Background: an optimization exercise with open tools, aiming at small area. Do not read the settings as production practice. The RTL was checked by simulation tests, not by an equivalence proof against the original design. No driver is modelled on the clock port, so clocking that relies on it looks cheaper here than on a real chip. No activity file was given, so power comes from the tool's default toggle rates.

[flow/run.sh]
#!/bin/bash
# Layout flow: the standard flow (standard.sh) with these changes:
#  - synthesis maps logic with an area-oriented ABC script (abc_area.script:
#    AIG optimisation with &deepsyn, then dch and amap) instead of ORFS's
#    speed script; everything else in
#    synthesis, including synth_recipe.tcl's flags, flattening and renaming, is
#    unchanged, so the registers are the standard synthesis's;
#  - synthesis skips ORFS's half/full adder extraction (ADDER_MAP_FILE empty):
#    the design has no adders, and the pass only turned XOR/AND pairs into
#    larger half-adder cells;
#  - port buffers are sky130_fd_sc_hd__buf_1;
#  - global placement is not timing-driven (GPL_TIMING_DRIVEN=0): timing has
#    ample slack, and the timing-driven pass only added a buffer;
#  - the clock tree is built by pre_cts.tcl (flip-flops grouped by position,
#    one clkbuf_4 per group of at most 10, one root clkbuf_4), so CTS finds
#    it already buffered; post_cts.tcl then upsizes any clock buffer whose
#    clock-pin slew estimate is high.
set -euo pipefail
HERE=$(pwd)
F=$HERE/flow

# ORFS's synth.tcl, with the ABC script replaced
sed "s#^source \$::env(SCRIPTS_DIR)/synth_preamble.tcl#&\nset abc_args [lreplace \$abc_args 1 1 $F/abc_area.script]#" \
  "$FLOW_HOME/scripts/synth.tcl" > "$HERE/synth_core.tcl"
sed "s#source \$::env(SCRIPTS_DIR)/synth.tcl#source $HERE/synth_core.tcl#" \
  synth_recipe.tcl > "$HERE/synth_area.tcl"
grep -q "abc_area.script" "$HERE/synth_core.tcl"
grep -q "synth_core.tcl" "$HERE/synth_area.tcl"

export BUFFER_PORTS_ARGS="-buffer_cell sky130_fd_sc_hd__buf_1"
export PRE_CTS_TCL="$F/pre_cts.tcl"
export POST_CTS_TCL="$F/post_cts.tcl"

bash standard.sh SYNTH_SCRIPT="$HERE/synth_area.tcl" ADDER_MAP_FILE= GPL_TIMING_DRIVEN=0 finish > "$HERE/flow.log" 2>&1
[flow/abc_area.script]
strash
&get -n
&deepsyn -I 4 -J 50 -T 60
&put
dch -f
amap
topo
[flow/post_cts.tcl]
# After CTS: upsize any clock buffer whose flip-flop clock pins would see a
# slew above the target, then legalise placement again.
set target 0.112
if { [info exists ::env(CLK_SLEW_TARGET)] } { set target $::env(CLK_SLEW_TARGET) }
set_propagated_clock [all_clocks]
estimate_parasitics -placement
set changed 0
foreach inst [get_cells *] {
  set ref [get_property $inst ref_name]
  if { ![string match "sky130_fd_sc_hd__clkbuf_*" $ref] } { continue }
  set out [get_pins -of_objects $inst -filter "direction == output"]
  set worst 0
  foreach p [get_pins -of_objects [get_nets -of_objects $out] -filter "direction == input"] {
    set s [get_property $p slew_max]
    if { $s > $worst } { set worst $s }
  }
  set next ""
  if { $worst > $target } {
    switch $ref {
      sky130_fd_sc_hd__clkbuf_1 { set next sky130_fd_sc_hd__clkbuf_2 }
      sky130_fd_sc_hd__clkbuf_2 { set next sky130_fd_sc_hd__clkbuf_4 }
      sky130_fd_sc_hd__clkbuf_4 { set next sky130_fd_sc_hd__clkbuf_8 }
      sky130_fd_sc_hd__clkbuf_8 { set next sky130_fd_sc_hd__clkbuf_16 }
    }
  }
  puts "clock buffer [get_full_name $inst] $ref worst load slew $worst -> $next"
  if { $next ne "" } {
    replace_cell $inst $next
    incr changed
  }
}
if { $changed } {
  detailed_placement
  estimate_parasitics -placement
}
[flow/pre_cts.tcl]
# Runs in ORFS's CTS step before clock_tree_synthesis. Builds a two-level
# clock tree by hand: the flip-flops are split into small groups by position
# (k-means), each group gets one clock buffer at its centre, and one root
# buffer at the centre of the groups drives the group buffers. Every register sees
# the same number of buffers on its clock path. clock_tree_synthesis then
# finds the net already buffered and leaves it alone.
set leaf_cell sky130_fd_sc_hd__clkbuf_4
set root_cell sky130_fd_sc_hd__clkbuf_4
set max_group 10
set block [ord::get_db_block]
set clk_net [$block findNet clk]
set pins {}
set xs {}
set ys {}
foreach it [$clk_net getITerms] {
  set inst [$it getInst]
  set loc [$inst getLocation]
  lappend pins "[$inst getName]/[[$it getMTerm] getName]"
  lappend xs [expr {[lindex $loc 0] / 1000.0}]
  lappend ys [expr {[lindex $loc 1] / 1000.0}]
}
set n [llength $pins]
set k [expr {($n + $max_group - 1) / $max_group}]
puts "clock tree: $n sinks in $k groups"
# k-means with a size cap: initial centres spread along the sorted x order
set order [lsort -real -indices $xs]
set cx {}
set cy {}
for {set c 0} {$c < $k} {incr c} {
  set i [lindex $order [expr {int(($c + 0.5) * $n / $k)}]]
  lappend cx [lindex $xs $i]
  lappend cy [lindex $ys $i]
}
for {set iter 0} {$iter < 30} {incr iter} {
  # assign each sink to its nearest centre that still has room, nearest pairs first
  set pairs {}
  for {set i 0} {$i < $n} {incr i} {
    for {set c 0} {$c < $k} {incr c} {
      set d [expr {abs([lindex $xs $i] - [lindex $cx $c]) + abs([lindex $ys $i] - [lindex $cy $c])}]
      lappend pairs [list $d $i $c]
    }
  }
  set pairs [lsort -real -index 0 $pairs]
  set assign [lrepeat $n -1]
  set size [lrepeat $k 0]
  foreach p $pairs {
    lassign $p d i c
    if {[lindex $assign $i] >= 0} { continue }
    if {[lindex $size $c] >= $max_group} { continue }
    lset assign $i $c
    lset size $c [expr {[lindex $size $c] + 1}]
  }
  set sx [lrepeat $k 0.0]
  set sy [lrepeat $k 0.0]
  for {set i 0} {$i < $n} {incr i} {
    set c [lindex $assign $i]
    lset sx $c [expr {[lindex $sx $c] + [lindex $xs $i]}]
    lset sy $c [expr {[lindex $sy $c] + [lindex $ys $i]}]
  }
  for {set c 0} {$c < $k} {incr c} {
    if {[lindex $size $c] > 0} {
      lset cx $c [expr {[lindex $sx $c] / [lindex $size $c]}]
      lset cy $c [expr {[lindex $sy $c] / [lindex $size $c]}]
    }
  }
}
for {set c 0} {$c < $k} {incr c} {
  set group {}
  for {set i 0} {$i < $n} {incr i} {
    if {[lindex $assign $i] == $c} { lappend group [get_pins [lindex $pins $i]] }
  }
  if {[llength $group] == 0} { continue }
  puts "clock group $c: [llength $group] sinks at ([format %.1f [lindex $cx $c]], [format %.1f [lindex $cy $c]])"
  insert_buffer -buffer_cell $leaf_cell -net clk -load_pins $group \
    -location [list [lindex $cx $c] [lindex $cy $c]] \
    -buffer_name clkbuf_leaf_$c -net_name clk_leaf_$c
}
set mx 0.0
set my 0.0
for {set c 0} {$c < $k} {incr c} {
  set mx [expr {$mx + [lindex $cx $c] / $k}]
  set my [expr {$my + [lindex $cy $c] / $k}]
}
insert_buffer -buffer_cell $root_cell -net clk -buffer_name clkbuf_root -net_name clk_root \
  -location [list $mx $my]
detailed_placement
[standard.sh]
#!/bin/bash
# synth_recipe.tcl (not shown) runs the flow's synth.tcl, then flattens the netlist and writes it again
# the make line also repeats each setting of config.mk as NAME=value (left out here)
make -C /OpenROAD-flow-scripts/flow DESIGN_CONFIG=/design/flow/config.mk WORK_HOME=/design/flow/orfs CLKGATE_MAP_FILE= SYNTH_SCRIPT=/design/flow/synth_recipe.tcl "${@:-finish}"
[config.mk]
export PLATFORM = sky130hd
export DESIGN_NAME = top
export DESIGN_NICKNAME = top
export VERILOG_FILES = /design/flow/design.v
export SDC_FILE = /design/flow/constraint.sdc
export NUM_CORES = 4
export LEC_CHECK = 0
export CAP_MARGIN = 20
export CORE_MARGIN = 2
export CORE_UTILIZATION = 40
export SLEW_MARGIN = 20
[constraint.sdc]
create_clock -name core_clock -period 10.0 [get_ports {clk}]
set_input_delay 2.0000 -clock core_clock [delete_from_list [all_inputs] [get_ports {clk}]]
set_output_delay 2.0000 -clock core_clock [all_outputs]
set_load 0.01 [all_outputs]
[design.v]
`timescale 1ns / 1ps
module debouncer(
  input  clk,
  input  button,
  output bounce_state
  );
  reg       sync_to_clk0;
  reg       sync_to_clk1;
  reg       debounce_temp;
  reg [8:0] counter;
  wire       s0     = sync_to_clk0 ^ 1'b0;
  wire       s1     = sync_to_clk1 ^ 1'b0;
  wire       state  = debounce_temp ^ 1'b0;
  wire [8:0] x      = counter ^ 9'haa;
  wire differ = state ^ s1;
  wire last   = ~|(x & 9'h0cf);
  wire [8:0] x_next = (differ & ~last) ? {x[7:0], x[8] ^ x[4]} : 9'h1fa;
  always @ (posedge clk) begin
    sync_to_clk0 <= button ^ 1'b0;
    sync_to_clk1 <= s0 ^ 1'b0;
    counter <= x_next ^ 9'haa;
    if (last)
      debounce_temp <= s1 ^ 1'b0;
  end
  assign bounce_state = state;
endmodule
`timescale 1ns / 1ps
module clk_div(
    input        sys_clk,
    input        rst,
    output       fast_rise,
    output       twohz_rise,
    output       onehz_rise,
    output       blink_clk,
    output [1:0] d
    );
    reg       g_r;
    reg [4:0] c_r;
    reg [1:0] d_r;
    reg       e_r;
    reg [2:0] q_r;
    wire       g  = g_r ^ 1'b1;
    wire [4:0] c  = c_r ^ 5'ha;
    wire [1:0] dd = d_r ^ 2'h3;
    wire       e  = e_r ^ 1'b0;
    wire [2:0] q  = q_r ^ 3'h0;
    wire c_end = c[4] & c[3] & c[1];
    wire step  = c_end & ~g;
    always @ (posedge sys_clk) begin
        g_r <= (~rst & ~g) ^ 1'b1;
        c_r <= ((rst | c_end) ? 5'b01010 : {c[3:0], ~(c[4] ^ c[1])}) ^ 5'ha;
        if (rst) begin
            d_r <= 2'b00 ^ 2'h3;
            e_r <= 1'b0 ^ 1'b0;
            q_r <= 3'b000 ^ 3'h0;
        end
        else if (step) begin
            d_r <= {dd[0], ~dd[1]} ^ 2'h3;
            if (dd == 2'b10)
                e_r <= ~e ^ 1'b0;
            q_r <= {q[1:0], ~(q[2] | q[1])} ^ 3'h0;
        end
    end
    wire q0    = ~q[2] & ~q[0];           
    wire mid   = c_end & g;               
    assign fast_rise  = step;
    assign twohz_rise = mid & q0 & (dd == 2'b11);
    assign onehz_rise = mid & q0 & (dd == 2'b00) & e;
    assign blink_clk  = dd[0] ^ dd[1] ^ q[0] ^ q[1];
    assign d = dd;
endmodule
`timescale 1ns / 1ps
module sel_adj(
	input  adj,
	input  onehz_clk,
	input  twohz_clk,
	output which_clk
    );
	assign which_clk = adj ? twohz_clk : onehz_clk;
endmodule
`timescale 1ns / 1ps
module counter(
	input        clk,
	input        onehz_clk,
	input        twohz_clk,
	input        pause,
	input        rst,
	input        sel,
	input        adj,
	output [2:0] min_10s,
	output [3:0] min_1s,
	output [2:0] sec_10s,
	output [3:0] sec_1s
    );
	reg [2:0] m10_r;
	reg [3:0] m1_r;
	reg [2:0] s10_r;
	reg [3:0] s1_r;
	reg is_pause_r;
	reg pause_prev_r;
	wire tick;
	sel_adj adjust(.adj(adj), .onehz_clk(onehz_clk), .twohz_clk(twohz_clk), .which_clk(tick));
	wire [2:0] m10 = m10_r ^ 3'h0;
	wire [3:0] m1  = m1_r ^ 4'h0;
	wire [2:0] s10 = s10_r ^ 3'h0;
	wire [3:0] s1  = s1_r ^ 4'h0;
	wire is_pause   = is_pause_r ^ 1'b0;
	wire pause_prev = pause_prev_r ^ 1'b0;
	wire run    = tick & ~is_pause;
	wire sec_en = run & (~adj | sel);
	wire s1_9  = s1[3] & s1[0];
	wire s10_5 = s10[2] & s10[0];
	wire m1_9  = m1[3] & m1[0];
	wire min_en = run & (adj ? ~sel : (s1_9 & s10_5));
	wire s10_en = sec_en & s1_9;
	wire m10_en = min_en & m1_9;
	wire [3:0] s1_t = {sec_en & s1[0] & (s1[3] | (s1[2] & s1[1])), sec_en & s1[0] & s1[1], sec_en & s1[0] & ~s1[3], sec_en};
	wire [2:0] s10_t = {s10_en & s10[0] & (s10[2] | s10[1]), s10_en & s10[0] & ~s10[2], s10_en};
	wire [3:0] m1_t = {min_en & m1[0] & (m1[3] | (m1[2] & m1[1])), min_en & m1[0] & m1[1], min_en & m1[0] & ~m1[3], min_en};
	wire [2:0] m10_t = {m10_en & m10[0] & (m10[2] | m10[1]), m10_en & m10[0] & ~m10[2], m10_en};
	always @ (posedge clk) begin
		pause_prev_r <= pause ^ 1'b0;
		if (rst)
			is_pause_r <= 1'b0 ^ 1'b0;
		else if (pause && !pause_prev)
			is_pause_r <= ~is_pause ^ 1'b0;
		s1_r  <= (rst ? 4'd0 : s1 ^ s1_t) ^ 4'h0;
		s10_r <= (rst ? 3'd0 : s10 ^ s10_t) ^ 3'h0;
		m1_r  <= (rst ? 4'd0 : m1 ^ m1_t) ^ 4'h0;
		m10_r <= (rst ? 3'd0 : m10 ^ m10_t) ^ 3'h0;
	end
	assign min_10s = m10;
	assign min_1s  = m1;
	assign sec_10s = s10;
	assign sec_1s  = s1;
endmodule
`timescale 1ns / 1ps
module separate_digits(
	input  [1:0] d,
	input  [2:0] min_10s,
	input  [3:0] min_1s,
	input  [2:0] sec_10s,
	input  [3:0] sec_1s,
	output [3:0] digit
    );
	assign digit = d[1] ? (d[0] ? {1'b0, sec_10s} : sec_1s)
	                    : (d[0] ? min_1s : {1'b0, min_10s});
endmodule
`timescale 1ns / 1ps
module display(
	input  [3:0] placeholder,
	output [6:0] cathode_vec
   );
	wire [3:0] a = placeholder;
	wire n00 = ~(a[1] & a[0]);
	wire n01 = ~(a[2] & n00);
	wire n03 = ~(a[1] | a[0]);
	wire n04 = ~(a[2] & a[3]);
	wire n06 = ~(a[3] | n03);
	wire n07 = ~(a[1] | a[3]);
	wire n08 = ~((a[0] & n07) | a[2]);
	assign cathode_vec[0] = ~((a[2] & n06) | n08);
	assign cathode_vec[1] = ~((n01 | n03) & n04);
	assign cathode_vec[2] = ~((~a[1] | a[3] | a[2] | a[0]) & n04);
	assign cathode_vec[3] = (a[1] & a[0] & a[2]) | cathode_vec[0];
	assign cathode_vec[4] = (~a[1] | a[3] | a[0]) & (a[0] | a[2]);
	assign cathode_vec[5] = ~((~n01 | n03 | a[3]) & n04);
	assign cathode_vec[6] = (a[3] | n01) & (a[2] | n07);
endmodule
`timescale 1ns / 1ps
module final_display(
	input        clk,
	input        rst,
	input        fast_en,
	input        blink_clk,
	input        sel,
	input        adj,
	input  [1:0] d,
	input  [3:0] digit_value,
	output [6:0] cathode_vec,
	output [3:0] anode_vec
    );
	reg [3:0] code_r;
	wire [3:0] code = code_r ^ 4'h9;
	wire blank = adj & (d[1] ~^ sel) & ~blink_clk;
	always @ (posedge clk) begin
		if (rst)
			code_r <= 4'he ^ 4'h9;
		else if (fast_en)
			code_r <= (blank ? 4'hf : digit_value) ^ 4'h9;
	end
	wire off = code[3] & code[2] & ~code[0];
	display seg_dec(.placeholder(code), .cathode_vec(cathode_vec));
	assign anode_vec[3] = off | (d != 2'b01);
	assign anode_vec[2] = off | (d != 2'b11);
	assign anode_vec[1] = off | (d != 2'b10);
	assign anode_vec[0] = off | (d != 2'b00);
endmodule
`timescale 1ns / 1ps
module top(
	input        sel,
	input        adj,
	input        rst,
	input        pause,
	input        clk,
	output [3:0] anode_vec,
	output [6:0] cathode_vec
    );
	wire rst_db, pause_db, sel_db, adj_db;
	debouncer pause_db_func(.clk(clk), .button(pause), .bounce_state(pause_db));
	debouncer rst_db_func(.clk(clk), .button(rst), .bounce_state(rst_db));
	debouncer sel_db_func(.clk(clk), .button(sel), .bounce_state(sel_db));
	debouncer adj_db_func(.clk(clk), .button(adj), .bounce_state(adj_db));
	wire fast_rise, twohz_rise, onehz_rise, blink_clk;
	wire [1:0] d;
	clk_div clock_divider(.sys_clk(clk), .rst(rst_db), .fast_rise(fast_rise), .twohz_rise(twohz_rise),
		.onehz_rise(onehz_rise), .blink_clk(blink_clk), .d(d));
	wire [2:0] min_10s, sec_10s;
	wire [3:0] min_1s, sec_1s;
	counter min_sec_counter(.clk(clk), .onehz_clk(onehz_rise), .twohz_clk(twohz_rise), .pause(pause_db),
		.rst(rst_db), .sel(sel_db), .adj(adj_db),
		.min_10s(min_10s), .min_1s(min_1s), .sec_10s(sec_10s), .sec_1s(sec_1s));
	wire [3:0] digit_value;
	separate_digits digits(.d(d), .min_10s(min_10s), .min_1s(min_1s), .sec_10s(sec_10s),
		.sec_1s(sec_1s), .digit(digit_value));
	final_display cathode_and_anode(.clk(clk), .rst(rst_db), .fast_en(fast_rise), .blink_clk(blink_clk),
		.sel(sel_db), .adj(adj_db), .d(d),
		.digit_value(digit_value), .cathode_vec(cathode_vec), .anode_vec(anode_vec));
endmodule
==> flow_metrics.py <==
metrics = {
    "timing": {
        "slew_violations": 0,
        "timing.fmax_ghz": 0.250,
        "finalHoldViolCount": 0,
        "fin_tns_setup_ps": 0,
        "postLayoutSetupSlackWorst_ps": 6010,
        "fin_crit_sh_pct": 39.9,
        "worst_pin_slew_ps": 547,
        "min_period_ps": 3990,
        "worst_hold_slack_ps": 333,
        "max-slew-margin-rel_pct": 63.2,
        "rsz0062_at_grt": "no",
        "setup_violations": 0,
        "finalClockSkew_ps": 15.8,
    },
    "floorplan": {
        "fp.coreArea_um2": 6280,
        "die_area_um2": 7100,
        "initial_utilization_pct": 41.0,
        "pin_count": 16,
        "rows": 29,
        "fp.dieH_um": 84.3,
        "chipWidth_um": 84.3,
    },
    "cells_and_area": {
        "nFillCells": 630,
        "postLayoutCoreUtil_pct": 44.6,
        "n_antenna_cell": 0,
        "drive_above_1_share_pct": 3.05,
        "final_cell_area_um2": 2800,
        "area_growth_pct": 8.79,
        "nets": 302,
    },
    "grt": {
        "grt_remaining_overflow": 0,
        "antenna_found_initial": 0,
        "first_global_vias": 1749,
        "grt_max_degree": 16,
        "grt_usage_pct": 12.5,
        "grt_pass1_wl_um": 7740,
    },
    "critical_path": {
        "slowest_delay_ps": 390,
        "crit_top_cell": "nand2_1",
        "cpMaxStageDelayCell": "dfxtp_1",
        "rrSetupSlack_ps": 7610,
        "cp-end-kind": "primary output",
        "worst-path-max-fanout": 4,
        "worstPathRequired_ps": 8000,
        "startpoint_type": "flop",
        "critical_path_class": "flop to primary output",
        "critPathTopFamily": "compound AO/OA/AOI/OAI gates",
        "crit_buf_inv": 2,
        "cp_cell_sequence": "clkinv_1 -> o21ai_0 -> nand2_1 -> nand2_1 -> nand2_1 -> o22ai_1 -> o21ai_0 -> buf_1",
        "cp.arrival_ps": 1990,
    },
    "synthesis": {
        "synth_area_um2": 2580,
        "synth_seq_cells": 80,
        "synth_most_common_cell": "dfxtp_1",
        "synth_ff_type": "dfxtp_1",
        "synth_warnings": 4,
        "netlist_top_cells_count": "dfxtp_1, nor2_1, nand2_1",
        "yosysSeqAreaShare_pct": 63.7,
        "synthDominantCellAreaShare_pct": 59.1,
        "syn_nets": 276,
        "synthArstFlopShare_pct": 0,
        "yosysTopAreaCell": "dfxtp_1",
        "yosysUniqueCellTypes": 27,
        "synth_enable_flop_cells": 4,
        "synth_area_leaders": "dfxtp_1, nor2_1, edfxtp_1",
        "syn_inst": 271,
        "syn_area_per_cell_um2": 9.51,
    },
    "clock_tree": {
        "clk_latency_ps": 410,
        "cts.clk_slew.worst_paths_ps": 100,
    },
    "pwr": {
        "power.share.sequential_pct": 69.7,
        "vdd_drop_max_mv": 0.0983,
        "power_density_nw_per_um2": 170,
        "clkPwrFrac_pct": 29.1,
        "internal_power_mw": 0.377,
        "p_comb_share_pct": 1.1,
        "p_leak_nw": 1.02,
        "swShare_pct": 20.8,
        "p_sw_mw": 0.0990,
    },
    "drt": {
        "totalWireLength_um": 4310,
        "wl_per_cell_um": 11.6,
        "vias_per_cell": 5.08,
        "num_vias": 1888,
        "drcViolationCount": 0,
        "first_iter_violations": 61,
        "ant_nets": 0,
        "drt_pass1_iterations": 4,
    },
    "placed_design": {
        "post_dp_cell_area_um2": 2730,
        "dp_hpwl_um": 3050,
        "io_buffers": 15,
        "dp_worst_setup_slack_ps": 6440,
        "globalplace.congestion": 0.768,
    },
    "run_status": {
        "outcome": "no timing/DRC/antenna violations",
    },
    "job": {
        "cap_violations": 0,
    },
    "min_path": {
        "hp-class": "flop to flop",
    },
}
state kept, by name, summed over array words and instances, names as in the netlist, 4 cells and up:
| register | flops |
|---|---|
| min_sec_counter.s1_r | 4 |
| adj_db_func.counter | 9 |
| cathode_and_anode.code_r | 4 |
| pause_db_func.counter | 9 |
| min_sec_counter.m1_r | 4 |
| clock_divider.c_r | 5 |
| rst_db_func.counter | 9 |
| sel_db_func.counter | 9 |
worst paths after layout:
check,to,depth (start not counted),start
worst max-delay path,cathode_vec[1],8,cathode_and_anode.code_r[0]
worst min-delay path,rst_db_func.sync_to_clk1,0,rst_db_func.sync_to_clk0
worst max register to register,min_sec_counter.s10_r[1],9,clock_divider.d_r[1]
worst min register to register,rst_db_func.sync_to_clk1,0,rst_db_func.sync_to_clk0
power by group through the flow:
stage	combinational (mW)	clock (mW)	sequential, mW
3_5_place_dp	0.00554	0	0.339
5_1_grt	0.00634	0.157	0.333
3_3_place_gp	0.00536	0	0.339
2_1_floorplan	0.00419	0	0.338
6_report	0.00539	0.139	0.332
stage by stage:
step / power [mW] / instances
floorplan: 0.343 / 271
global placement: 0.345 / 363
detailed placement: 0.345 / 363
global route: 0.496 / 372
finish: 0.476 / 372
per-layer routing:
| layer | wire length, um | global-route usage, % | vias to the layer above |
|---|---|---|---|
| li1 | - | - | 1001 |
| met3 | 171 | 1.28 | 11 |
| met5 | 0 | 0 | - |
| met4 | 116 | 3.23 | 0 |
| met1 | 2200 | 17.3 | 844 |
| met2 | 1830 | 21.0 | 32 |
final cells by class, without the clock buffers:
| type | instances | area [um2] | area share [%] |
|---|---|---|---|
| repair buffers | 15 | 56.3 | 2.01 |
| flip-flops and latches | 80 | 1640 | 58.6 |
| multi-input cells | 172 | 863 | 30.8 |
| inverters | 19 | 71.3 | 2.54 |
| well taps | 77 | 96.3 | 3.44 |
worst reg2reg max path: cells and delay by family, from the launching register on:
kind / cells / cell delay (ps)
compound gates: 3 / 560
flops: 1 / 460
simple gates: 6 / 1310
layout by cell type, fill, tap and decap left out, types with 9 or more instances in the layout:
master	count
a211oi_1	12
a21oi_1	9
buf_1	15
clkinv_1	19
dfxtp_1	76
nand2_1	30
nor2_1	56
nor3_1	9
o21ai_0	15
o22ai_1	11
logic make-up after synthesis:
family | Yosys count | share of synthesized area (%)
DFF | 80 | 63.7
buffers and inverters | 19 | 2.77
and+or+nand+nor | 113 | 19.0
AOI/OAI and AO/OA | 59 | 14.5

==> afterwards: timing with drivers on the ports <==
The flow's constraints put no driver on any port. The routed layout listed below was extracted and timed again, unchanged, in two steps. Step 1 assumes that a clkbuf_16 drives the clock port and a buf_2 every other input. Step 2 moves the port delays by t, midway between the first and last clock arrival at a register: inputs arrive t later, outputs are due t later. That takes back most of the time a late clock gives input paths. Three values: no drivers, after step 1, after step 2; two values: the first two.
shift t [ns]: 0.428
slack for setup (ns): 6.007 / 5.983 / 6.411
hold WS [ns]: 0.333 / 0.333 / 0.333
worst setup path at the end: register to output
cell pins on the clock port's net: 1
After both steps this run still meets setup and hold. The setup slack of this run moves by -0.024 ns with the drivers and by +0.404 ns with both steps.
